What follows belongs to an exercise in optimizing a design on an open flow for small area and a short achievable clock period; a production flow would make more cautious choices.
No functional check of the RTL was part of any run shown here.
Power is estimated from default activity; no workload was simulated.

<file path="flow/constraint.sdc">
create_clock -name core_clock -period 5.5 [get_ports {clk}]
set_input_delay 1.1000 -clock core_clock [delete_from_list [all_inputs] [get_ports {clk}]]
set_output_delay 1.1000 -clock core_clock [all_outputs]
set_load 0.01 [all_outputs]
</file>
<file path="flow/design.v">
module fir_gen (input clk, input reset, input Load_x,
    input signed [7:0] x_in, input signed [7:0] c_in, output signed [7:0] y_out);
reg [7:0] x, c0, c1, c2;
reg [15:0] a2r0;
reg [15:0] a2r1;
reg [16:0] a1r0;
reg [16:0] a1r1;
reg [16:0] a1r2;
reg [2:0] yq;
reg [7:0] yg;
reg [7:0] yp;
wire [3:0] c0o, c0t, c1o, c1t, c2o, c2t;
wire [8:0] c0e = {c0, 1'b0};
wire [8:0] c1e = {c1, 1'b0};
wire [8:0] c2e = {c2, 1'b0};
genvar gi;
generate for (gi = 0; gi < 4; gi = gi + 1) begin : rec
  booth_rec r0 (.b(c0e[2*gi+2:2*gi]), .o(c0o[gi]), .t(c0t[gi]));
  booth_rec r1 (.b(c1e[2*gi+2:2*gi]), .o(c1o[gi]), .t(c1t[gi]));
  booth_rec r2 (.b(c2e[2*gi+2:2*gi]), .o(c2o[gi]), .t(c2t[gi]));
end endgenerate
wire [3:0] n1n = Load_x ? {c1[7], c1[5], c1[3], c1[1]} : {c2[7], c2[5], c2[3], c2[1]};
wire [3:0] n0n = Load_x ? {c0[7], c0[5], c0[3], c0[1]} : {c1[7], c1[5], c1[3], c1[1]};
wire p1;
wire p2;
wire p3;
wire p4;
wire p5;
wire p6;
wire p7;
wire p8;
wire p9;
wire p10;
wire p11;
wire p12;
wire p13;
wire p14;
wire p15;
wire p16;
wire p17;
wire p18;
wire p19;
wire p20;
wire p21;
wire p22;
wire p23;
wire p24;
wire p25;
wire p26;
wire p27;
wire p28;
wire p29;
wire p30;
wire p31;
wire p32;
wire p33;
wire p34;
wire p35;
wire p36;
wire s37;
wire c38;
wire s39;
wire c40;
wire s41;
wire c42;
wire s43;
wire c44;
wire s45;
wire c46;
wire s47;
wire c48;
wire s49;
wire c50;
wire s51;
wire c52;
wire s53;
wire c54;
wire s55;
wire c56;
wire s57;
wire c58;
wire s59;
wire c60;
wire s61;
wire c62;
wire s63;
wire c64;
wire s65;
wire c66;
wire s67;
wire c68;
wire s69;
wire c70;
wire s71;
wire c72;
wire s73;
wire c74;
wire s75;
wire c76;
wire s77;
wire c78;
wire s79;
wire c80;
wire p81;
wire p82;
wire p83;
wire p84;
wire p85;
wire p86;
wire p87;
wire p88;
wire p89;
wire p90;
wire p91;
wire p92;
wire p93;
wire p94;
wire p95;
wire p96;
wire p97;
wire p98;
wire p99;
wire p100;
wire p101;
wire p102;
wire p103;
wire p104;
wire p105;
wire p106;
wire p107;
wire p108;
wire p109;
wire p110;
wire p111;
wire p112;
wire p113;
wire p114;
wire p115;
wire p116;
wire s117;
wire c118;
wire s119;
wire c120;
wire s121;
wire c122;
wire s123;
wire c124;
wire s125;
wire c126;
wire s127;
wire c128;
wire s129;
wire c130;
wire s131;
wire c132;
wire s133;
wire c134;
wire s135;
wire c136;
wire s137;
wire c138;
wire s139;
wire c140;
wire s141;
wire c142;
wire s143;
wire c144;
wire s145;
wire c146;
wire s147;
wire c148;
wire s149;
wire c150;
wire s151;
wire c152;
wire s153;
wire c154;
wire s155;
wire c156;
wire s157;
wire c158;
wire s159;
wire c160;
wire s161;
wire c162;
wire s163;
wire c164;
wire s165;
wire c166;
wire s167;
wire c168;
wire s169;
wire c170;
wire s171;
wire c172;
wire s173;
wire c174;
wire s175;
wire c176;
wire s177;
wire c178;
wire s179;
wire c180;
wire s181;
wire c182;
wire s183;
wire c184;
wire s185;
wire c186;
wire s187;
wire c188;
wire s189;
wire c190;
wire s191;
wire c192;
wire p193;
wire p194;
wire p195;
wire p196;
wire p197;
wire p198;
wire p199;
wire p200;
wire p201;
wire p202;
wire p203;
wire p204;
wire p205;
wire p206;
wire p207;
wire p208;
wire p209;
wire p210;
wire p211;
wire p212;
wire p213;
wire p214;
wire p215;
wire p216;
wire p217;
wire p218;
wire p219;
wire p220;
wire p221;
wire p222;
wire p223;
wire p224;
wire p225;
wire p226;
wire p227;
wire p228;
wire s229;
wire c230;
wire s231;
wire c232;
wire s233;
wire c234;
wire s235;
wire c236;
wire s237;
wire c238;
wire s239;
wire c240;
wire s241;
wire c242;
wire s243;
wire c244;
wire s245;
wire c246;
wire s247;
wire c248;
wire s249;
wire c250;
wire s251;
wire c252;
wire s253;
wire c254;
wire s255;
wire c256;
wire s257;
wire c258;
wire s259;
wire c260;
wire s261;
wire c262;
wire s263;
wire c264;
wire s265;
wire c266;
wire s267;
wire c268;
wire s269;
wire c270;
wire s271;
wire c272;
wire s273;
wire c274;
wire s275;
wire c276;
wire s277;
wire c278;
wire s279;
wire c280;
wire s281;
wire c282;
wire s283;
wire c284;
wire s285;
wire c286;
wire s287;
wire c288;
wire s289;
wire c290;
wire s291;
wire c292;
wire s293;
wire c294;
wire s295;
wire c296;
wire s297;
wire c298;
wire s299;
wire c300;
wire s301;
wire c302;
wire s303;
wire c304;
wire s305;
wire c306;
wire s307;
wire c308;
wire s309;
wire c310;
wire s311;
wire c312;
wire s313;
wire c314;
wire s315;
wire c316;
wire s317;
wire c318;
wire s319;
wire c320;
wire g321;
wire o322;
wire g323;
wire g324;
wire o325;
wire g326;
wire g327;
wire o328;
wire g329;
wire g330;
wire o331;
wire g332;
wire g333;
wire o334;
wire g335;
wire g336;
wire o337;
wire g338;
wire g339;
wire o340;
wire g341;
wire g342;
wire o343;
wire g344;
wire g345;
wire o346;
wire g347;
wire g348;
wire o349;
wire g350;
wire g351;
wire o352;
wire g353;
wire g354;
wire o355;
wire g356;
wire g357;
wire o358;
wire g359;
wire s360;
wire c361;
wire s362;
wire c363;
wire s364;
wire c365;
wire s366;
wire c367;
wire s368;
wire c369;
wire s370;
wire c371;
wire s372;
wire c373;
wire g374;
wire o375;
wire g376;
wire g377;
wire o378;
wire g379;
wire g380;
wire o381;
wire g382;
wire g383;
wire o384;
wire g385;
wire g386;
wire o387;
wire g388;
wire g389;
wire o390;
wire g391;
wire g392;
wire o393;
wire g394;
wire g395;
wire o396;
wire g397;
wire g398;
wire o399;
wire g400;
wire g401;
wire o402;
wire g403;
wire g404;
wire o405;
wire g406;
wire x407;
wire x408;
wire x409;
wire x410;
wire x411;
wire x412;
wire n413;
wire n414;
wire o415;
wire x416;
wire o417;
wire x418;
wire o419;
wire x420;
wire o421;
wire x422;
wire o423;
wire x424;
wire o425;
wire x426;
wire o427;
wire n428;
wire g429;
wire o430;
wire g431;
wire g432;
wire o433;
wire g434;
wire o435;
wire g436;
wire g437;
wire o438;
wire g439;
wire g440;
wire o441;
wire g442;
wire g443;
wire o444;
wire g445;
wire g446;
wire o447;
wire g448;
wire g449;
wire o450;
wire g451;
wire g452;
wire o453;
wire g454;
wire g455;
wire o456;
wire g457;
wire g458;
wire o459;
wire g460;
wire x461;
wire g462;
wire o463;
wire x464;
wire g465;
wire o466;
wire x467;
wire g468;
wire o469;
wire x470;
wire g471;
wire o472;
wire x473;
wire g474;
wire o475;
wire x476;
wire g477;
wire o478;
wire x479;
wire g480;
wire o481;
wire x482;
assign p1 = (c2o[0] & x[0]) ^ c2[1];
assign p2 = ((c2o[0] & x[1]) | (c2t[0] & x[0])) ^ c2[1];
assign p3 = ((c2o[0] & x[2]) | (c2t[0] & x[1])) ^ c2[1];
assign p4 = ((c2o[0] & x[3]) | (c2t[0] & x[2])) ^ c2[1];
assign p5 = ((c2o[0] & x[4]) | (c2t[0] & x[3])) ^ c2[1];
assign p6 = ((c2o[0] & x[5]) | (c2t[0] & x[4])) ^ c2[1];
assign p7 = ((c2o[0] & x[6]) | (c2t[0] & x[5])) ^ c2[1];
assign p8 = ((c2o[0] & x[7]) | (c2t[0] & x[6])) ^ c2[1];
assign p9 = ~(((c2o[0] & x[7]) | (c2t[0] & x[7])) ^ c2[1]);
assign p10 = (c2o[1] & x[0]) ^ c2[3];
assign p11 = ((c2o[1] & x[1]) | (c2t[1] & x[0])) ^ c2[3];
assign p12 = ((c2o[1] & x[2]) | (c2t[1] & x[1])) ^ c2[3];
assign p13 = ((c2o[1] & x[3]) | (c2t[1] & x[2])) ^ c2[3];
assign p14 = ((c2o[1] & x[4]) | (c2t[1] & x[3])) ^ c2[3];
assign p15 = ((c2o[1] & x[5]) | (c2t[1] & x[4])) ^ c2[3];
assign p16 = ((c2o[1] & x[6]) | (c2t[1] & x[5])) ^ c2[3];
assign p17 = ((c2o[1] & x[7]) | (c2t[1] & x[6])) ^ c2[3];
assign p18 = ~(((c2o[1] & x[7]) | (c2t[1] & x[7])) ^ c2[3]);
assign p19 = (c2o[2] & x[0]) ^ c2[5];
assign p20 = ((c2o[2] & x[1]) | (c2t[2] & x[0])) ^ c2[5];
assign p21 = ((c2o[2] & x[2]) | (c2t[2] & x[1])) ^ c2[5];
assign p22 = ((c2o[2] & x[3]) | (c2t[2] & x[2])) ^ c2[5];
assign p23 = ((c2o[2] & x[4]) | (c2t[2] & x[3])) ^ c2[5];
assign p24 = ((c2o[2] & x[5]) | (c2t[2] & x[4])) ^ c2[5];
assign p25 = ((c2o[2] & x[6]) | (c2t[2] & x[5])) ^ c2[5];
assign p26 = ((c2o[2] & x[7]) | (c2t[2] & x[6])) ^ c2[5];
assign p27 = ~(((c2o[2] & x[7]) | (c2t[2] & x[7])) ^ c2[5]);
assign p28 = (c2o[3] & x[0]) ^ c2[7];
assign p29 = ((c2o[3] & x[1]) | (c2t[3] & x[0])) ^ c2[7];
assign p30 = ((c2o[3] & x[2]) | (c2t[3] & x[1])) ^ c2[7];
assign p31 = ((c2o[3] & x[3]) | (c2t[3] & x[2])) ^ c2[7];
assign p32 = ((c2o[3] & x[4]) | (c2t[3] & x[3])) ^ c2[7];
assign p33 = ((c2o[3] & x[5]) | (c2t[3] & x[4])) ^ c2[7];
assign p34 = ((c2o[3] & x[6]) | (c2t[3] & x[5])) ^ c2[7];
assign p35 = ((c2o[3] & x[7]) | (c2t[3] & x[6])) ^ c2[7];
assign p36 = ~(((c2o[3] & x[7]) | (c2t[3] & x[7])) ^ c2[7]);
fa_cell us37 (.a(c2[3]), .b(p3), .c(p10), .s(s37), .co(c38));
fa_cell us39 (.a(c2[5]), .b(p5), .c(p12), .s(s39), .co(c40));
fa_cell us41 (.a(p6), .b(p13), .c(p20), .s(s41), .co(c42));
fa_cell us43 (.a(c2[7]), .b(p7), .c(p14), .s(s43), .co(c44));
fa_cell us45 (.a(p8), .b(p15), .c(p22), .s(s45), .co(c46));
assign s47 = ~(p9 ^ p16);
assign c48 = p9 | p16;
fa_cell us49 (.a(p17), .b(p24), .c(p31), .s(s49), .co(c50));
fa_cell us51 (.a(p18), .b(p25), .c(p32), .s(s51), .co(c52));
fa_cell us53 (.a(p4), .b(p11), .c(c38), .s(s53), .co(c54));
fa_cell us55 (.a(p21), .b(p28), .c(c42), .s(s55), .co(c56));
fa_cell us57 (.a(p29), .b(c44), .c(s45), .s(s57), .co(c58));
fa_cell us59 (.a(p23), .b(p30), .c(s47), .s(s59), .co(c60));
fa_cell us61 (.a(p26), .b(p33), .c(c52), .s(s61), .co(c62));
fa_cell us63 (.a(c2[1]), .b(p1), .c(n1n[0]), .s(s63), .co(c64));
fa_cell us65 (.a(p19), .b(s39), .c(n1n[2]), .s(s65), .co(c66));
fa_cell us67 (.a(s43), .b(n1n[3]), .c(s55), .s(s67), .co(c68));
fa_cell us69 (.a(c46), .b(s59), .c(c58), .s(s69), .co(c70));
fa_cell us71 (.a(c48), .b(s49), .c(c60), .s(s71), .co(c72));
fa_cell us73 (.a(p27), .b(p34), .c(c62), .s(s73), .co(c74));
fa_cell us75 (.a(c40), .b(s41), .c(c66), .s(s75), .co(c76));
fa_cell us77 (.a(c56), .b(s57), .c(c68), .s(s77), .co(c78));
fa_cell us79 (.a(c50), .b(s51), .c(c72), .s(s79), .co(c80));
assign p81 = (c1o[0] & x[0]) ^ c1[1];
assign p82 = ((c1o[0] & x[1]) | (c1t[0] & x[0])) ^ c1[1];
assign p83 = ((c1o[0] & x[2]) | (c1t[0] & x[1])) ^ c1[1];
assign p84 = ((c1o[0] & x[3]) | (c1t[0] & x[2])) ^ c1[1];
assign p85 = ((c1o[0] & x[4]) | (c1t[0] & x[3])) ^ c1[1];
assign p86 = ((c1o[0] & x[5]) | (c1t[0] & x[4])) ^ c1[1];
assign p87 = ((c1o[0] & x[6]) | (c1t[0] & x[5])) ^ c1[1];
assign p88 = ((c1o[0] & x[7]) | (c1t[0] & x[6])) ^ c1[1];
assign p89 = ~(((c1o[0] & x[7]) | (c1t[0] & x[7])) ^ c1[1]);
assign p90 = (c1o[1] & x[0]) ^ c1[3];
assign p91 = ((c1o[1] & x[1]) | (c1t[1] & x[0])) ^ c1[3];
assign p92 = ((c1o[1] & x[2]) | (c1t[1] & x[1])) ^ c1[3];
assign p93 = ((c1o[1] & x[3]) | (c1t[1] & x[2])) ^ c1[3];
assign p94 = ((c1o[1] & x[4]) | (c1t[1] & x[3])) ^ c1[3];
assign p95 = ((c1o[1] & x[5]) | (c1t[1] & x[4])) ^ c1[3];
assign p96 = ((c1o[1] & x[6]) | (c1t[1] & x[5])) ^ c1[3];
assign p97 = ((c1o[1] & x[7]) | (c1t[1] & x[6])) ^ c1[3];
assign p98 = ~(((c1o[1] & x[7]) | (c1t[1] & x[7])) ^ c1[3]);
assign p99 = (c1o[2] & x[0]) ^ c1[5];
assign p100 = ((c1o[2] & x[1]) | (c1t[2] & x[0])) ^ c1[5];
assign p101 = ((c1o[2] & x[2]) | (c1t[2] & x[1])) ^ c1[5];
assign p102 = ((c1o[2] & x[3]) | (c1t[2] & x[2])) ^ c1[5];
assign p103 = ((c1o[2] & x[4]) | (c1t[2] & x[3])) ^ c1[5];
assign p104 = ((c1o[2] & x[5]) | (c1t[2] & x[4])) ^ c1[5];
assign p105 = ((c1o[2] & x[6]) | (c1t[2] & x[5])) ^ c1[5];
assign p106 = ((c1o[2] & x[7]) | (c1t[2] & x[6])) ^ c1[5];
assign p107 = ~(((c1o[2] & x[7]) | (c1t[2] & x[7])) ^ c1[5]);
assign p108 = (c1o[3] & x[0]) ^ c1[7];
assign p109 = ((c1o[3] & x[1]) | (c1t[3] & x[0])) ^ c1[7];
assign p110 = ((c1o[3] & x[2]) | (c1t[3] & x[1])) ^ c1[7];
assign p111 = ((c1o[3] & x[3]) | (c1t[3] & x[2])) ^ c1[7];
assign p112 = ((c1o[3] & x[4]) | (c1t[3] & x[3])) ^ c1[7];
assign p113 = ((c1o[3] & x[5]) | (c1t[3] & x[4])) ^ c1[7];
assign p114 = ((c1o[3] & x[6]) | (c1t[3] & x[5])) ^ c1[7];
assign p115 = ((c1o[3] & x[7]) | (c1t[3] & x[6])) ^ c1[7];
assign p116 = ~(((c1o[3] & x[7]) | (c1t[3] & x[7])) ^ c1[7]);
ha_cell us117 (.a(a2r0[6]), .b(a2r1[6]), .s(s117), .co(c118));
fa_cell us119 (.a(a2r0[1]), .b(a2r1[1]), .c(p82), .s(s119), .co(c120));
fa_cell us121 (.a(a2r0[2]), .b(a2r1[2]), .c(p83), .s(s121), .co(c122));
fa_cell us123 (.a(a2r0[3]), .b(p84), .c(p91), .s(s123), .co(c124));
fa_cell us125 (.a(a2r0[4]), .b(a2r1[4]), .c(p85), .s(s125), .co(c126));
fa_cell us127 (.a(a2r0[5]), .b(p86), .c(p93), .s(s127), .co(c128));
fa_cell us129 (.a(s117), .b(p87), .c(p94), .s(s129), .co(c130));
fa_cell us131 (.a(a2r0[7]), .b(c118), .c(p88), .s(s131), .co(c132));
fa_cell us133 (.a(p95), .b(p102), .c(p109), .s(s133), .co(c134));
fa_cell us135 (.a(a2r0[8]), .b(a2r1[8]), .c(p89), .s(s135), .co(c136));
fa_cell us137 (.a(p96), .b(p103), .c(p110), .s(s137), .co(c138));
fa_cell us139 (.a(a2r0[9]), .b(a2r1[9]), .c(p97), .s(s139), .co(c140));
fa_cell us141 (.a(a2r0[10]), .b(p98), .c(p105), .s(s141), .co(c142));
fa_cell us143 (.a(a2r0[11]), .b(a2r1[11]), .c(p106), .s(s143), .co(c144));
fa_cell us145 (.a(a2r0[12]), .b(p107), .c(p114), .s(s145), .co(c146));
fa_cell us147 (.a(a2r0[13]), .b(a2r1[13]), .c(p115), .s(s147), .co(c148));
fa_cell us149 (.a(p90), .b(c120), .c(s121), .s(s149), .co(c150));
fa_cell us151 (.a(p92), .b(p99), .c(c124), .s(s151), .co(c152));
fa_cell us153 (.a(p100), .b(c126), .c(s127), .s(s153), .co(c154));
fa_cell us155 (.a(p101), .b(p108), .c(c128), .s(s155), .co(c156));
fa_cell us157 (.a(c130), .b(s131), .c(s133), .s(s157), .co(c158));
fa_cell us159 (.a(c132), .b(c134), .c(s135), .s(s159), .co(c160));
fa_cell us161 (.a(p104), .b(p111), .c(c136), .s(s161), .co(c162));
fa_cell us163 (.a(p112), .b(c140), .c(s141), .s(s163), .co(c164));
fa_cell us165 (.a(p113), .b(c142), .c(s143), .s(s165), .co(c166));
fa_cell us167 (.a(a2r0[14]), .b(p116), .c(c148), .s(s167), .co(c168));
fa_cell us169 (.a(a2r0[0]), .b(p81), .c(n0n[0]), .s(s169), .co(c170));
fa_cell us171 (.a(c122), .b(s123), .c(c150), .s(s171), .co(c172));
fa_cell us173 (.a(s125), .b(n0n[2]), .c(s151), .s(s173), .co(c174));
fa_cell us175 (.a(s129), .b(n0n[3]), .c(c154), .s(s175), .co(c176));
fa_cell us177 (.a(s137), .b(c158), .c(s159), .s(s177), .co(c178));
fa_cell us179 (.a(c138), .b(s139), .c(c160), .s(s179), .co(c180));
fa_cell us181 (.a(c144), .b(s145), .c(c166), .s(s181), .co(c182));
fa_cell us183 (.a(c152), .b(s153), .c(c174), .s(s183), .co(c184));
fa_cell us185 (.a(c156), .b(s157), .c(c176), .s(s185), .co(c186));
fa_cell us187 (.a(s161), .b(c178), .c(s179), .s(s187), .co(c188));
fa_cell us189 (.a(c162), .b(s163), .c(c180), .s(s189), .co(c190));
fa_cell us191 (.a(c146), .b(s147), .c(c182), .s(s191), .co(c192));
assign p193 = (c0o[0] & x[0]) ^ c0[1];
assign p194 = ((c0o[0] & x[1]) | (c0t[0] & x[0])) ^ c0[1];
assign p195 = ((c0o[0] & x[2]) | (c0t[0] & x[1])) ^ c0[1];
assign p196 = ((c0o[0] & x[3]) | (c0t[0] & x[2])) ^ c0[1];
assign p197 = ((c0o[0] & x[4]) | (c0t[0] & x[3])) ^ c0[1];
assign p198 = ((c0o[0] & x[5]) | (c0t[0] & x[4])) ^ c0[1];
assign p199 = ((c0o[0] & x[6]) | (c0t[0] & x[5])) ^ c0[1];
assign p200 = ((c0o[0] & x[7]) | (c0t[0] & x[6])) ^ c0[1];
assign p201 = ~(((c0o[0] & x[7]) | (c0t[0] & x[7])) ^ c0[1]);
assign p202 = (c0o[1] & x[0]) ^ c0[3];
assign p203 = ((c0o[1] & x[1]) | (c0t[1] & x[0])) ^ c0[3];
assign p204 = ((c0o[1] & x[2]) | (c0t[1] & x[1])) ^ c0[3];
assign p205 = ((c0o[1] & x[3]) | (c0t[1] & x[2])) ^ c0[3];
assign p206 = ((c0o[1] & x[4]) | (c0t[1] & x[3])) ^ c0[3];
assign p207 = ((c0o[1] & x[5]) | (c0t[1] & x[4])) ^ c0[3];
assign p208 = ((c0o[1] & x[6]) | (c0t[1] & x[5])) ^ c0[3];
assign p209 = ((c0o[1] & x[7]) | (c0t[1] & x[6])) ^ c0[3];
assign p210 = ~(((c0o[1] & x[7]) | (c0t[1] & x[7])) ^ c0[3]);
assign p211 = (c0o[2] & x[0]) ^ c0[5];
assign p212 = ((c0o[2] & x[1]) | (c0t[2] & x[0])) ^ c0[5];
assign p213 = ((c0o[2] & x[2]) | (c0t[2] & x[1])) ^ c0[5];
assign p214 = ((c0o[2] & x[3]) | (c0t[2] & x[2])) ^ c0[5];
assign p215 = ((c0o[2] & x[4]) | (c0t[2] & x[3])) ^ c0[5];
assign p216 = ((c0o[2] & x[5]) | (c0t[2] & x[4])) ^ c0[5];
assign p217 = ((c0o[2] & x[6]) | (c0t[2] & x[5])) ^ c0[5];
assign p218 = ((c0o[2] & x[7]) | (c0t[2] & x[6])) ^ c0[5];
assign p219 = ~(((c0o[2] & x[7]) | (c0t[2] & x[7])) ^ c0[5]);
assign p220 = (c0o[3] & x[0]) ^ c0[7];
assign p221 = ((c0o[3] & x[1]) | (c0t[3] & x[0])) ^ c0[7];
assign p222 = ((c0o[3] & x[2]) | (c0t[3] & x[1])) ^ c0[7];
assign p223 = ((c0o[3] & x[3]) | (c0t[3] & x[2])) ^ c0[7];
assign p224 = ((c0o[3] & x[4]) | (c0t[3] & x[3])) ^ c0[7];
assign p225 = ((c0o[3] & x[5]) | (c0t[3] & x[4])) ^ c0[7];
assign p226 = ((c0o[3] & x[6]) | (c0t[3] & x[5])) ^ c0[7];
assign p227 = ((c0o[3] & x[7]) | (c0t[3] & x[6])) ^ c0[7];
assign p228 = ~(((c0o[3] & x[7]) | (c0t[3] & x[7])) ^ c0[7]);
ha_cell us229 (.a(a1r0[6]), .b(a1r1[6]), .s(s229), .co(c230));
ha_cell us231 (.a(a1r0[4]), .b(a1r1[4]), .s(s231), .co(c232));
ha_cell us233 (.a(a1r0[5]), .b(p198), .s(s233), .co(c234));
fa_cell us235 (.a(a1r2[6]), .b(s229), .c(p199), .s(s235), .co(c236));
ha_cell us237 (.a(p206), .b(p213), .s(s237), .co(c238));
fa_cell us239 (.a(a1r0[7]), .b(c230), .c(p200), .s(s239), .co(c240));
fa_cell us241 (.a(p207), .b(p214), .c(p221), .s(s241), .co(c242));
fa_cell us243 (.a(a1r0[8]), .b(a1r1[8]), .c(p201), .s(s243), .co(c244));
fa_cell us245 (.a(p208), .b(p215), .c(p222), .s(s245), .co(c246));
fa_cell us247 (.a(a1r0[9]), .b(p209), .c(p216), .s(s247), .co(c248));
fa_cell us249 (.a(a1r0[10]), .b(a1r1[10]), .c(p210), .s(s249), .co(c250));
fa_cell us251 (.a(a1r0[11]), .b(a1r1[11]), .c(a1r2[11]), .s(s251), .co(c252));
ha_cell us253 (.a(a1r0[2]), .b(a1r1[2]), .s(s253), .co(c254));
ha_cell us255 (.a(a1r0[3]), .b(p196), .s(s255), .co(c256));
fa_cell us257 (.a(s231), .b(p197), .c(p204), .s(s257), .co(c258));
fa_cell us259 (.a(c232), .b(p205), .c(p212), .s(s259), .co(c260));
fa_cell us261 (.a(p220), .b(c234), .c(s237), .s(s261), .co(c262));
fa_cell us263 (.a(c238), .b(c236), .c(s239), .s(s263), .co(c264));
fa_cell us265 (.a(c240), .b(c242), .c(s243), .s(s265), .co(c266));
fa_cell us267 (.a(p223), .b(c244), .c(c246), .s(s267), .co(c268));
fa_cell us269 (.a(p217), .b(p224), .c(c248), .s(s269), .co(c270));
fa_cell us271 (.a(s251), .b(p218), .c(p225), .s(s271), .co(c272));
fa_cell us273 (.a(a1r0[12]), .b(c252), .c(p219), .s(s273), .co(c274));
ha_cell us275 (.a(a1r0[1]), .b(a1r1[1]), .s(s275), .co(c276));
fa_cell us277 (.a(s253), .b(p195), .c(p202), .s(s277), .co(c278));
fa_cell us279 (.a(c254), .b(p203), .c(s255), .s(s279), .co(c280));
fa_cell us281 (.a(p211), .b(c256), .c(s257), .s(s281), .co(c282));
fa_cell us283 (.a(s233), .b(c258), .c(s259), .s(s283), .co(c284));
fa_cell us285 (.a(c260), .b(s235), .c(s261), .s(s285), .co(c286));
fa_cell us287 (.a(s241), .b(c262), .c(s263), .s(s287), .co(c288));
fa_cell us289 (.a(s245), .b(c264), .c(s265), .s(s289), .co(c290));
fa_cell us291 (.a(s247), .b(c266), .c(s267), .s(s291), .co(c292));
fa_cell us293 (.a(s249), .b(c268), .c(s269), .s(s293), .co(c294));
fa_cell us295 (.a(c250), .b(s271), .c(c270), .s(s295), .co(c296));
fa_cell us297 (.a(p226), .b(c272), .c(s273), .s(s297), .co(c298));
fa_cell us299 (.a(a1r0[13]), .b(p227), .c(c274), .s(s299), .co(c300));
fa_cell us301 (.a(a1r0[14]), .b(a1r1[14]), .c(p228), .s(s301), .co(c302));
ha_cell us303 (.a(a1r0[0]), .b(p193), .s(s303), .co(c304));
ha_cell us305 (.a(p194), .b(s275), .s(s305), .co(c306));
ha_cell us307 (.a(c276), .b(s277), .s(s307), .co(c308));
ha_cell us309 (.a(c278), .b(s279), .s(s309), .co(c310));
ha_cell us311 (.a(c280), .b(s281), .s(s311), .co(c312));
ha_cell us313 (.a(c282), .b(s283), .s(s313), .co(c314));
ha_cell us315 (.a(c284), .b(s285), .s(s315), .co(c316));
ha_cell us317 (.a(c286), .b(s287), .s(s317), .co(c318));
ha_cell us319 (.a(c288), .b(s289), .s(s319), .co(c320));
assign g321 = s305 & c304;
assign o322 = c306 | g321;
assign g323 = s305 & s303;
assign g324 = s309 & c308;
assign o325 = c310 | g324;
assign g326 = s309 & s307;
assign g327 = s313 & c312;
assign o328 = c314 | g327;
assign g329 = s313 & s311;
assign g330 = s317 & c316;
assign o331 = c318 | g330;
assign g332 = s317 & s315;
assign g333 = s307 & o322;
assign o334 = c308 | g333;
assign g335 = s307 & g323;
assign g336 = g326 & o322;
assign o337 = o325 | g336;
assign g338 = g326 & g323;
assign g339 = s315 & o328;
assign o340 = c316 | g339;
assign g341 = s315 & g329;
assign g342 = g332 & o328;
assign o343 = o331 | g342;
assign g344 = g332 & g329;
assign g345 = s311 & o337;
assign o346 = c312 | g345;
assign g347 = s311 & g338;
assign g348 = g329 & o337;
assign o349 = o328 | g348;
assign g350 = g329 & g338;
assign g351 = g341 & o337;
assign o352 = o340 | g351;
assign g353 = g341 & g338;
assign g354 = g344 & o337;
assign o355 = o343 | g354;
assign g356 = g344 & g338;
assign g357 = s319 & o355;
assign o358 = c320 | g357;
assign g359 = s319 & g356;
ha_cell us360 (.a(c290), .b(s291), .s(s360), .co(c361));
ha_cell us362 (.a(c292), .b(s293), .s(s362), .co(c363));
ha_cell us364 (.a(c294), .b(s295), .s(s364), .co(c365));
ha_cell us366 (.a(c296), .b(s297), .s(s366), .co(c367));
ha_cell us368 (.a(c298), .b(s299), .s(s368), .co(c369));
ha_cell us370 (.a(c300), .b(s301), .s(s370), .co(c371));
ha_cell us372 (.a(a1r0[15]), .b(c302), .s(s372), .co(c373));
assign g374 = s362 & c361;
assign o375 = c363 | g374;
assign g376 = s362 & s360;
assign g377 = s366 & c365;
assign o378 = c367 | g377;
assign g379 = s366 & s364;
assign g380 = s370 & c369;
assign o381 = c371 | g380;
assign g382 = s370 & s368;
assign g383 = s364 & o375;
assign o384 = c365 | g383;
assign g385 = s364 & g376;
assign g386 = g379 & o375;
assign o387 = o378 | g386;
assign g388 = g379 & g376;
assign g389 = s372 & o381;
assign o390 = c373 | g389;
assign g391 = s372 & g382;
assign g392 = s372 & o381;
assign o393 = c373 | g392;
assign g394 = s372 & g382;
assign g395 = s368 & o387;
assign o396 = c369 | g395;
assign g397 = s368 & g388;
assign g398 = g382 & o387;
assign o399 = o381 | g398;
assign g400 = g382 & g388;
assign g401 = g391 & o387;
assign o402 = o390 | g401;
assign g403 = g391 & g388;
assign g404 = g394 & o387;
assign o405 = o393 | g404;
assign g406 = g394 & g388;
assign x407 = s362 ^ c361;
assign x408 = s364 ^ o375;
assign x409 = s366 ^ o384;
assign x410 = s368 ^ o387;
assign x411 = s370 ^ o396;
assign x412 = s372 ^ o399;
assign n413 = ~o402;
assign n414 = ~s360;
assign o415 = c361 | s360;
assign x416 = s362 ^ o415;
assign o417 = o375 | g376;
assign x418 = s364 ^ o417;
assign o419 = o384 | g385;
assign x420 = s366 ^ o419;
assign o421 = o387 | g388;
assign x422 = s368 ^ o421;
assign o423 = o396 | g397;
assign x424 = s370 ^ o423;
assign o425 = o399 | g400;
assign x426 = s372 ^ o425;
assign o427 = o402 | g403;
assign n428 = ~o427;
assign g429 = s319 & c318;
assign o430 = c320 | g429;
assign g431 = s319 & s317;
assign g432 = yq[2] & yq[0];
assign o433 = yq[1] | g432;
assign g434 = yp[1] & yg[0];
assign o435 = yg[1] | g434;
assign g436 = yp[1] & yp[0];
assign g437 = yp[3] & yg[2];
assign o438 = yg[3] | g437;
assign g439 = yp[3] & yp[2];
assign g440 = yp[5] & yg[4];
assign o441 = yg[5] | g440;
assign g442 = yp[5] & yp[4];
assign g443 = yp[2] & o435;
assign o444 = yg[2] | g443;
assign g445 = yp[2] & g436;
assign g446 = g439 & o435;
assign o447 = o438 | g446;
assign g448 = g439 & g436;
assign g449 = yp[6] & o441;
assign o450 = yg[6] | g449;
assign g451 = yp[6] & g442;
assign g452 = yp[4] & o447;
assign o453 = yg[4] | g452;
assign g454 = yp[4] & g448;
assign g455 = g442 & o447;
assign o456 = o441 | g455;
assign g457 = g442 & g448;
assign g458 = g451 & o447;
assign o459 = o450 | g458;
assign g460 = g451 & g448;
assign x461 = yp[0] ^ o433;
assign g462 = yp[0] & o433;
assign o463 = yg[0] | g462;
assign x464 = yp[1] ^ o463;
assign g465 = g436 & o433;
assign o466 = o435 | g465;
assign x467 = yp[2] ^ o466;
assign g468 = g445 & o433;
assign o469 = o444 | g468;
assign x470 = yp[3] ^ o469;
assign g471 = g448 & o433;
assign o472 = o447 | g471;
assign x473 = yp[4] ^ o472;
assign g474 = g454 & o433;
assign o475 = o453 | g474;
assign x476 = yp[5] ^ o475;
assign g477 = g457 & o433;
assign o478 = o456 | g477;
assign x479 = yp[6] ^ o478;
assign g480 = g460 & o433;
assign o481 = o459 | g480;
assign x482 = yp[7] ^ o481;
always @(posedge clk or posedge reset)
  if (reset) begin
    x <= 8'd0; c0 <= 8'd0; c1 <= 8'd0; c2 <= 8'd0;
    a2r0 <= 16'd22016; a2r1 <= 16'd0; a1r0 <= 17'd43776; a1r1 <= 17'd0; a1r2 <= 17'd0; yq <= 3'd0; yg <= 8'd0; yp <= 8'd0;
  end else begin
    if (Load_x) x <= x_in;
    if (!Load_x) begin c2 <= c_in; c1 <= c2; c0 <= c1; end
    a2r0 <= {1'b0,p36,p35,s73,c80,s79,s71,c78,s77,c76,s75,c54,s53,s37,p2,s63};
    a2r1 <= {1'b0,1'b0,c74,1'b0,s61,1'b0,c70,s69,1'b0,s67,1'b0,s65,1'b0,n1n[1],c64,1'b0};
    a1r0 <= {1'b0,c168,c192,s191,s181,c190,c188,s187,c186,s185,c184,s183,c172,s171,n0n[1],s119,s169};
    a1r1 <= {1'b0,1'b0,s167,1'b0,1'b0,c164,s189,1'b0,s177,1'b0,s155,1'b0,s173,1'b0,s149,c170,1'b0};
    a1r2 <= {1'b0,1'b0,1'b0,1'b0,1'b0,s165,1'b0,1'b0,1'b0,1'b0,s175,1'b0,1'b0,1'b0,1'b0,1'b0,1'b0};
    yq <= {g431,o430,o352};
    yg <= {1'b0,c373,c371,c369,c367,c365,c363,c361};
    yp <= {1'b1,s372,s370,s368,s366,s364,s362,s360};
  end
assign y_out = {x482,x479,x476,x473,x470,x467,x464,x461};
endmodule
module fa_cell (input a, input b, input c, output s, output co);
assign {co, s} = a + b + c;
endmodule
module ha_cell (input a, input b, output s, output co);
assign {co, s} = a + b;
endmodule
module booth_rec (input [2:0] b, output o, output t);
assign o = b[1] ^ b[0];
assign t = (b[2] & ~b[1] & ~b[0]) | (~b[2] & b[1] & b[0]);
endmodule
</file>
<file path="flow/flow/run.sh">
#!/bin/bash
# Own layout flow: the standard flow (standard.sh), with two changes after synthesis:
#  - the input and output port buffers are buf_1 cells (buffer_ports -buffer_cell)
#  - clock tree synthesis without dummy loads
# Each step's full output goes to its own log file in this folder.
set -euo pipefail
bash standard.sh synth > synth.log 2>&1
export BUFFER_PORTS_ARGS="-buffer_cell sky130_fd_sc_hd__buf_1"
export CTS_ARGS="-sink_clustering_enable -repair_clock_nets -dont_use_dummy_load"
bash standard.sh floorplan > floorplan.log 2>&1
bash standard.sh place > place.log 2>&1
bash standard.sh cts > cts.log 2>&1
bash standard.sh route > route.log 2>&1
bash standard.sh finish > finish.log 2>&1
test -f out/final.def
</file>
<file path="flow/config.mk">
export PLATFORM = sky130hd
export DESIGN_NAME = fir_gen
export DESIGN_NICKNAME = fir_gen
export VERILOG_FILES = /design/flow/design.v
export SDC_FILE = /design/flow/constraint.sdc
export NUM_CORES = 4
export LEC_CHECK = 0
export CAP_MARGIN = 20
export CORE_MARGIN = 2
export CORE_UTILIZATION = 50
export SETUP_SLACK_MARGIN = 2.5
export SLEW_MARGIN = 20
export SYNTH_HIERARCHICAL = 1
export SYNTH_MINIMUM_KEEP_SIZE = 0
</file>
<file path="flow/standard.sh">
#!/bin/bash
# synth_recipe.tcl (not shown) runs the flow's synth.tcl, then flattens the netlist and writes it again
# the make line also repeats each setting of config.mk as NAME=value (left out here)
make -C /OpenROAD-flow-scripts/flow DESIGN_CONFIG=/design/flow/config.mk WORK_HOME=/design/flow/orfs CLKGATE_MAP_FILE= SYNTH_SCRIPT=/design/flow/synth_recipe.tcl "${@:-finish}"
</file>
==> results of run 1 <==
[cells in the final DEF (no fill, tap or decap), types with 3 or more instances in the layout]
cell type and count:
sky130_fd_sc_hd__dfrtp_4 13, sky130_fd_sc_hd__nand2b_1 6, sky130_fd_sc_hd__a21o_1 4, sky130_fd_sc_hd__nand2_1 25, sky130_fd_sc_hd__a22oi_1 72, sky130_fd_sc_hd__o21ai_2 3, sky130_fd_sc_hd__buf_6 10, sky130_fd_sc_hd__buf_12 5
sky130_fd_sc_hd__xnor2_1 93, sky130_fd_sc_hd__inv_1 4, sky130_fd_sc_hd__clkbuf_16 9, sky130_fd_sc_hd__dfrtp_1 60, sky130_fd_sc_hd__dfrtp_2 17, sky130_fd_sc_hd__xor2_1 12, sky130_fd_sc_hd__fa_2 25, sky130_fd_sc_hd__nor3_1 4
sky130_fd_sc_hd__xnor2_2 6, sky130_fd_sc_hd__nor2_1 3, sky130_fd_sc_hd__ha_1 26, sky130_fd_sc_hd__o22ai_4 11, sky130_fd_sc_hd__a22oi_2 12, sky130_fd_sc_hd__conb_1 10, sky130_fd_sc_hd__mux2_2 31, sky130_fd_sc_hd__nand2b_4 7
sky130_fd_sc_hd__xor2_2 3, sky130_fd_sc_hd__fa_1 63, sky130_fd_sc_hd__buf_1 23, sky130_fd_sc_hd__dfstp_2 9, sky130_fd_sc_hd__a21oi_1 4, sky130_fd_sc_hd__o21ai_0 10, sky130_fd_sc_hd__xor2_4 11, sky130_fd_sc_hd__buf_4 83
[cell type report]
cell class	instances	area [um2]	area share, %
multi-input cells	462	5440	57.7
flip-flops and latches	99	2560	27.2
repair buffers	124	937	9.95
well taps	188	235	2.50
clock buffers	9	225	2.39
inverters	5	22.5	0.239
[registers in the layout (all words and copies together) (netlist names)]
| name | flops |
|---|---|
| a1r2 | 2 |
| yg | 7 |
| c0 | 8 |
| a2r1 | 8 |
| yp | 8 |
| a1r0 | 16 |
| a2r0 | 15 |
| c1 | 8 |
| yq | 3 |
| a1r1 | 8 |
| x | 8 |
| c2 | 8 |
[repair_timing]
item | 4_1_cts | 5_1_grt
resized for setup | 116 | 41
endpoints found under the setup margin | 41 | 25
hold buffers | 0 | 0
setup buffers | 68 | 21
pin swaps | 38 | 28
gates cloned | 0 | 1
[worst paths after layout]
kind	startpoint	to	slack, ps	depth (start not counted)
setup / recovery	c1[3]	a1r0[9]	2340	10
hold / removal	a2r0[0]	a1r0[0]	560	1
setup reg to reg	c1[3]	a1r0[9]	2340	10
hold reg to reg	a2r0[0]	a1r0[0]	560	1
max in group asynchronous	reset	c0[5]	4010	3
min in group asynchronous	reset	c0[0]	640	2
[power groups by stage]
stage,Combinational (mW),Sequential [mW],Clock (mW)
2_1_floorplan,2.94,1.29,0
3_3_place_gp,3.43,1.42,0
3_5_place_dp,3.61,1.43,0
4_1_cts,4.09,1.40,0.551
5_1_grt,4.85,1.44,0.578
6_report,4.21,1.41,0.531
[modules after synthesis, one instance, submodules excluded]
module | cell area (um2) | cells inside | copies in the design
fir_gen | 5160 | 469 | 1
ha_cell | 12.5 | 1 | 24
fa_cell | 20.0 | 1 | 88
booth_rec | 31.3 | 4 | 12
[logic make-up (layout without fill, tap and decap cells)]
group,count (synthesis),after routing,synth area share (%)
compound gates,126,126,12.8
simple gates,54,54,3.39
flops,99,99,32.8
other cells,2,10,0.0989
mux,33,33,4.89
xor+xnor,124,125,14.3
fa+ha+maj,114,114,27.5
buf+inv,77,138,4.25
[metrics by stage]
step / std cells / hold WS (ps) / util, %
6_report: 887 / 561 / 62.6
5_1_grt: 887 / 595 / 62.6
4_1_cts: 865 / 566 / 60.1
3_5_place_dp: 788 / 551 / 51.4
3_3_place_gp: 788 / 548 / 51.4
2_1_floorplan: 637 / 512 / -
[routing by layer]
layer,up-vias,global-route usage (%),wire [um],share of wire [%]
met1,2499,26.2,6900,41
met5,-,0,0,0
li1,2252,-,-,-
met2,151,38.5,8780,52
met4,0,8.34,457,2.7
met3,42,3.56,703,4.2
==> flow_summary.rst, run 1 <==
.. list-table::
   :header-rows: 1

   * - Metric
     - Value
   * - Status
     - timing/DRC/antenna clean
   * - Internal power
     - about 3.6 mW
   * - Upper clock frequency limit
     - ~0.32 GHz
   * - Clock latency (worst-skew pair)
     - 350 ps
   * - P per Cell Area
     - around 650 mW/mm2
   * - Largest buffer count on any clock path
     - 2
   * - Number of synthesized flops with an enable pin
     - 0
   * - First DRT Iteration DRCs
     - around 330
   * - Share of the synthesized area in the top cell type
     - 29.6%
   * - Unrepaired setup endpoints after global routing
     - yes
   * - Share of total power in the clock network
     - between 8 and 9%
   * - ANT cells
     - 0
   * - Via count of the first global-routing pass
     - between 5000 and 6000
   * - Critical Path Fanout Max
     - 7
   * - Post-DRT Antenna Nets
     - 0
   * - Last weighted congestion value of the routability-driven placer
     - ~0.8
   * - Worst setup skew after layout
     - between 10 and 15 ps
   * - Inserted Clock Buffers
     - 9
   * - TritonRoute pass-1 iters
     - 5
   * - Placed Instance Area
     - 0.00773 mm2
   * - Tcrit/Tclk final
     - 57.4%
   * - Final count of pins violating max slew
     - 0
   * - Width of the die
     - between 100 and 150 um
   * - CTS Sinks
     - about 100
   * - Sum of net half-perimeters after detailed placement
     - 10800 um
   * - Final Power
     - around 6 mW
   * - Final wirelength
     - 16800 um
   * - Fill cell count
     - around 1100
   * - Chip height
     - about 130 um
   * - Critical Path Max Stage Delay
     - roughly 560 ps
   * - Leak Pwr
     - 3.69 nW
   * - Worst Tran Pin Value
     - a little over 600 ps
   * - Cell Area, Synth
     - around 0.0076 mm2
   * - Kind of cell with the highest combined delay on the critical path
     - adder cells
   * - Number of levels in the clock H-tree
     - 3
   * - CTS tree
     - yes
   * - Top cells by count, synth
     - sky130_fd_sc_hd__xnor2_1 (99), sky130_fd_sc_hd__dfrtp_1 (90), sky130_fd_sc_hd__fa_1 (88), sky130_fd_sc_hd__a22oi_1 (84), sky130_fd_sc_hd__clkbuf_1 (61)
   * - Worst-case vdd ir drop
     - approximately 0.00024 V
   * - Number of setup violations in the final report
     - 0
   * - Switching share of power
     - a little over two fifths
   * - Global route overflow
     - 0
   * - Core box area
     - between 0.015 and 0.02 mm2
   * - Clock Root Buffer
     - sky130_fd_sc_hd__clkbuf_16
   * - Cell breakdown of the critical path
     - buf_6, o22ai_4, buf_6, buf_6, buf_4, a22oi_1, xnor2_1, fa_2, fa_2, fa_2
   * - Effective utilization at floorplan
     - slightly above 50%
   * - First-pass GRT wire length
     - 27000 um
   * - Min-Delay Path Class
     - reg2reg
   * - Proportion of synthesized flip-flops having asynchronous set or reset
     - 100%
   * - Die Outline Area
     - 0.0162 mm2
   * - Net switching power of the design
     - ~2.6 mW
   * - Most used DFF post-synth
     - sky130_fd_sc_hd__dfrtp_1
   * - Worst setup timing slack at the placement stage
     - approximately 1800 ps
   * - Row Count
     - 45
   * - Routed via count
     - approximately 5000
   * - Synthesis warning total
     - 7
   * - Logic pwr share
     - between 60% and 70%
   * - Share of layout cells above drive strength 1
     - between 30% and 40%
   * - Max Cap Violations
     - 0
   * - Top cells by area in the synthesized netlist
     - sky130_fd_sc_hd__dfrtp_1 (30%), sky130_fd_sc_hd__fa_1 (23%), sky130_fd_sc_hd__xnor2_1 (11%)
   * - Critical path startpoint category
     - register
   * - Average via count per standard cell
     - 5.57
   * - Pin count of the biggest net entering global routing
     - 50
   * - Buffering stage count on the worst path with inverters included
     - 4
   * - #FFs+latches synth
     - 99
   * - Data arrival time of the worst path
     - between 3000 and 4000 ps
   * - Required time of the critical path
     - between 5000 and 6000 ps
   * - I/O pin total
     - 27
   * - Area of all placed cells without fillers
     - 0.00941 mm2
   * - Fraction of power consumed by sequential logic
     - between 20% and 30%
   * - Top cell type by total area after synthesis
     - sky130_fd_sc_hd__dfrtp_1
   * - Routed wire per std cell
     - approximately 19 um
   * - Number of hold violations in the final report
     - 0
   * - Type of the setup path with the least slack
     - reg2reg
   * - Avg Synthesized Cell Area
     - 12.1 um2
   * - Count of mapped cells out of synthesis
     - 629
   * - Setup TNS Final
     - 0 ps
   * - Final net count
     - roughly 830
   * - DRC Markers
     - 0
   * - Leading cell type by number of instances after synthesis
     - sky130_fd_sc_hd__xnor2_1
   * - Area growth, synth to finish
     - 23.9%
   * - Max_slew headroom
     - 59.5%
   * - Cell with the largest stage delay on the worst path
     - sky130_fd_sc_hd__fa_2
   * - GRT Total Usage
     - roughly 22%
   * - Final worst path period need
     - around 3200 ps
   * - Antenna violations before repair
     - 0
   * - Clk pin slew, worst setup/hold paths
     - 60 ps
   * - Buffers on Ports
     - 26
   * - Setup slack after layout
     - 2340 ps
   * - Distinct cell type count of the synthesized netlist
     - 33
   * - Sequential area share after synthesis
     - between 30% and 40%
   * - Type of destination of the critical path
     - register
==> inputs of run 2 (changes only) <==
--- a/flow/config.mk
+++ b/flow/config.mk
@@ -8,7 +8,7 @@
 export CAP_MARGIN = 20
 export CORE_MARGIN = 2
 export CORE_UTILIZATION = 50
-export SETUP_SLACK_MARGIN = 2.5
+export SETUP_SLACK_MARGIN = 2.7
 export SLEW_MARGIN = 20
 export SYNTH_HIERARCHICAL = 1
 export SYNTH_MINIMUM_KEEP_SIZE = 0
==> flow_summary.rst, run 2 <==
.. list-table::
   :header-rows: 1

   * - Metric
     - Value
   * - Effective utilization at floorplan
     - 50.5% (unchanged)
   * - Cell Area, Synth
     - 0.00760 mm2 (unchanged)
   * - Unrepaired setup endpoints after global routing
     - yes
   * - TritonRoute pass-1 iters
     - 5 (unchanged)
   * - Die Outline Area
     - 0.0162 mm2 (unchanged)
   * - Type of the setup path with the least slack
     - reg2reg
   * - Top register by number of flip-flops
     - a1r0
   * - Routed wire per std cell
     - 19.1 um (+0.45%)
   * - Most used DFF post-synth
     - sky130_fd_sc_hd__dfrtp_1
   * - Top cell type by total area after synthesis
     - sky130_fd_sc_hd__dfrtp_1
   * - Filler-free cell count of the finished design
     - 896 (+1.0%)
   * - Setup TNS Final
     - 0 ps (unchanged)
   * - I/O pin total
     - 27 (unchanged)
   * - GRT Total Usage
     - 22.2% (+0.62 points)
   * - Data arrival time of the worst path
     - 3360 ps (-70 ps)
   * - Antenna violations before repair
     - 0 (unchanged)
   * - Count of mapped cells out of synthesis
     - 629 (unchanged)
   * - First-pass GRT wire length
     - 27600 um (+2.4%)
   * - Switching share of power
     - 41.7% (-0.12 points)
   * - Simple-gate portion of the synthesized area
     - 3.39% (unchanged)
   * - Status
     - timing/DRC/antenna clean
   * - Number of setup violations in the final report
     - 0 (unchanged)
   * - Width of the die
     - 127 um (unchanged)
   * - Share of total power in the clock network
     - 8.7% (about the same)
   * - Logic pwr share
     - 68.2% (-0.3 points)
   * - Placed cells
     - 789 (+0.13%)
   * - Largest family of logic cells by synthesized area
     - adder cells
   * - Top cells by count, synth
     - sky130_fd_sc_hd__xnor2_1 (99), sky130_fd_sc_hd__dfrtp_1 (90), sky130_fd_sc_hd__fa_1 (88), sky130_fd_sc_hd__a22oi_1 (84), sky130_fd_sc_hd__clkbuf_1 (61)
   * - Leak Pwr
     - 3.76 nW (+2.0%)
   * - Distinct cell type count of the synthesized netlist
     - 33 (unchanged)
   * - Row Count
     - 45 (unchanged)
   * - Xor/xnor cell area share of the yosys netlist
     - 14.3% (unchanged)
   * - Area growth, synth to finish
     - 25.9%
   * - Min-Delay Path Class
     - reg2reg
   * - Sum of net half-perimeters after detailed placement
     - 11000 um (+1.3%)
   * - Max_slew headroom
     - 51.2% (-8.4 points)
   * - Net switching power of the design
     - 2.54 mW (-1.2%)
   * - Share of layout cells above drive strength 1
     - 41.2% (+2.3 points)
   * - Pin count of the biggest net entering global routing
     - 56 (+12%)
   * - Tcrit/Tclk final
     - 56.9% (-0.48 points)
   * - Post-DRT Antenna Nets
     - 0 (unchanged)
   * - First DRT Iteration DRCs
     - 270 (-19%)
   * - Critical path startpoint category
     - register
   * - Area fraction in compound gates after synthesis
     - 12.8% (unchanged)
   * - Number of hold violations in the final report
     - 0 (unchanged)
   * - Clk pin slew, worst setup/hold paths
     - 60 ps (about the same)
   * - Worst Tran Pin Value
     - 733 ps (+126 ps)
   * - Post-Synth Adder-Cell Area
     - 27.5% (unchanged)
   * - Chip height
     - 127 um (unchanged)
   * - Max Cap Violations
     - 0 (unchanged)
   * - ANT cells
     - 0 (unchanged)
   * - Clock latency (worst-skew pair)
     - 350 ps (about the same)
   * - Global route overflow
     - 0 (unchanged)
   * - Top cells by area in the synthesized netlist
     - sky130_fd_sc_hd__dfrtp_1 (30%), sky130_fd_sc_hd__fa_1 (23%), sky130_fd_sc_hd__xnor2_1 (11%)
   * - Final count of pins violating max slew
     - 0 (unchanged)
   * - Flip-flop count of the largest register after layout
     - 16 (unchanged)
   * - Area of all placed cells without fillers
     - 0.00957 mm2 (+1.6%)
   * - Average via count per standard cell
     - 5.59 (+0.34%)
   * - Leading cell type by number of instances after synthesis
     - sky130_fd_sc_hd__xnor2_1
   * - Final Power
     - 6.09 mW (-0.95%)
   * - Routed via count
     - 5011 (+1.4%)
   * - Worst setup timing slack at the placement stage
     - 1910 ps (+116 ps)
   * - Upper clock frequency limit
     - 0.319 GHz (+0.85%)
   * - Sequential area share after synthesis
     - 32.8% (unchanged)
   * - Number of synthesized flops with an enable pin
     - 0 (unchanged)
   * - Proportion of synthesized flip-flops having asynchronous set or reset
     - 100% (unchanged)
   * - Worst setup skew after layout
     - 12.8 ps (+2.08 ps)
   * - Last weighted congestion value of the routability-driven placer
     - 0.776 (-5.5%)
   * - Type of destination of the critical path
     - register
   * - Critical Path Fanout Max
     - 7 (unchanged)
   * - CTS tree
     - yes
   * - Number of levels in the clock H-tree
     - 3 (unchanged)
   * - Inserted Clock Buffers
     - 9 (unchanged)
   * - Clock Root Buffer
     - sky130_fd_sc_hd__clkbuf_16
   * - Worst-case vdd ir drop
     - 0.000210 V (-12%)
   * - Setup slack after layout
     - 2370 ps (+26.7 ps)
   * - Fill cell count
     - 1116 (-0.45%)
   * - Placed Instance Area
     - 0.00785 mm2 (+1.6%)
   * - Share of the synthesized area in the top cell type
     - 29.6% (unchanged)
   * - Buffers on Ports
     - 26 (unchanged)
   * - Number of hold-repair buffers added at the cts stage
     - 0 (unchanged)
   * - Largest registers
     - a1r0 (16), a2r0 (15)
   * - Internal power
     - 3.55 mW (-0.75%)
   * - Synthesis warning total
     - 7 (unchanged)
   * - CTS Sinks
     - 99 (unchanged)
   * - Core box area
     - 0.0150 mm2 (unchanged)
   * - Final wirelength
     - 17100 um (+1.5%)
   * - Via count of the first global-routing pass
     - 5392 (+1.2%)
   * - Final net count
     - 843 (+1.1%)
   * - Avg Synthesized Cell Area
     - 12.1 um2 (unchanged)
   * - Most common library cell in the layout ignoring fill and taps
     - sky130_fd_sc_hd__xnor2_1
   * - #FFs+latches synth
     - 99 (unchanged)
   * - Largest buffer count on any clock path
     - 2 (unchanged)
   * - Final worst path period need
     - 3130 ps (-26.7 ps)
   * - Most used cells in the layout excluding fill and tap cells
     - sky130_fd_sc_hd__xnor2_1 (91), sky130_fd_sc_hd__buf_4 (87), sky130_fd_sc_hd__a22oi_1 (71)
   * - P per Cell Area
     - 637 mW/mm2 (-2.5%)
   * - Required time of the critical path
     - 5730 ps (-40 ps)
   * - Post-synthesis mux area share
     - 4.89% (unchanged)
   * - Fraction of power consumed by sequential logic
     - 23.1% (+0.2 points)
   * - DRC Markers
     - 0 (unchanged)
-- run 2: cell counts after synthesis --
No cell type changed its count.
-- run 2: power by group through the flow --
stage / Sequential [mW] / Clock [mW] / Combinational, mW
6_report: 1.41 / 0.530 / 4.15
2_1_floorplan: 1.29 / 0 / 3.04
3_5_place_dp: 1.42 / 0 / 3.67
3_3_place_gp: 1.42 / 0 / 3.54
5_1_grt: 1.44 / 0.579 / 4.84
4_1_cts: 1.39 / 0.550 / 4.07
-- run 2: cell type report --
class,instances,area [um2],share of cell area [%]
multi-input combinational,461,5490,57.4
sequential,99,2560,26.8
timing repair buffer,134,1030,10.8
tap,188,235,2.46
clock buffer,9,225,2.35
inverter,5,22.5,0.235
-- run 2: modules after synthesis, one instance, submodules excluded --
| module | cell area, um2 | times used | cells |
|---|---|---|---|
| fir_gen | 5160 | 1 | 469 |
| booth_rec | 31.3 | 12 | 4 |
| ha_cell | 12.5 | 24 | 1 |
| fa_cell | 20.0 | 88 | 1 |
-- run 2: path summary, 6_finish.rpt --
kind,from,endpoint,slack (ps),cells past startpoint
max in group asynchronous,reset,c0[3],3460,4
max reg2reg,c0[0],yq[1],2370,9
min reg2reg,x[7],x[7],510,1
min,x[7],x[7],510,1
max,c0[0],yq[1],2370,9
min in group asynchronous,reset,x[2],980,3
-- run 2: what timing repair did --
action | 4_1_cts | 5_1_grt
gates resized for setup | 107 | 36
pin swaps | 37 | 17
buffers inserted | 72 | 26
setup endpoints to repair | 48 | 40
-- run 2: kinds of logic after synthesis --
logic type                 after synthesis
AOI/OAI and AO/OA                      126
buffers and inverters                   77
adders and majority gates              114
other                                    2
DFF                                     99
muxes                                   33
and+or+nand+nor                         54
xor gates and xnor gates               124
-- run 2: per-layer routing --
layer  vias up  share of wire, %  global-route usage (%)
met1      2580                41                    27.5
met4         0               2.2                    9.63
met3        30               3.8                    3.22
met5         -                 0                       0
li1       2268                 -                       -
met2       133                53                    38.9
-- run 2: worst max-delay path: stages (launching register included) --
cell and delay [ps]:
sky130_fd_sc_hd__dfrtp_2 440, sky130_fd_sc_hd__nand2b_4 160, sky130_fd_sc_hd__o22ai_4 280, sky130_fd_sc_hd__o21ai_2 90
sky130_fd_sc_hd__xor2_1 190, sky130_fd_sc_hd__fa_1 480, sky130_fd_sc_hd__fa_1 510, sky130_fd_sc_hd__fa_1 410
sky130_fd_sc_hd__ha_1 290, sky130_fd_sc_hd__a21o_1 160
-- run 2: stage by stage --
stage	util [%]	hold WS [ps]
final	63.6	511
after global routing	63.6	524
after CTS	60.8	513
after detailed placement	52.2	498
after global placement	52.2	490
after floorplan	-	512

-- port drivers added, routing unchanged --
No port has a modelled driver above. Below, the same layouts with a new extraction and two added sets of constraints.
Step 1, drivers: a clkbuf_16 drives clk and a buf_2 each remaining input, both assumed.
Step 2 also shifts input and output timing later by t, the mid clock arrival at the registers, as if the neighbouring blocks saw the same clock.
a / b / c = ideal / step 1 / step 2; a / b = the first two.
| run | t, ns | setup WS [ns] | worst hold slack (ns) | latest minus earliest clock arrival (ns) |
|---|---|---|---|---|
| run 1 | 0.385 | 2.343 / 2.343 / 2.258 | 0.561 / 0.561 / 0.561 | 0.011 / 0.011 |
| run 2 | 0.383 | 2.369 / 2.369 / 2.369 | 0.511 / 0.511 / 0.511 | 0.013 / 0.013 |
After both steps every run listed still meets setup and hold. For run 1, which loses most, drivers alone change the setup slack by 0.000 ns; drivers and shift together by -0.085 ns.
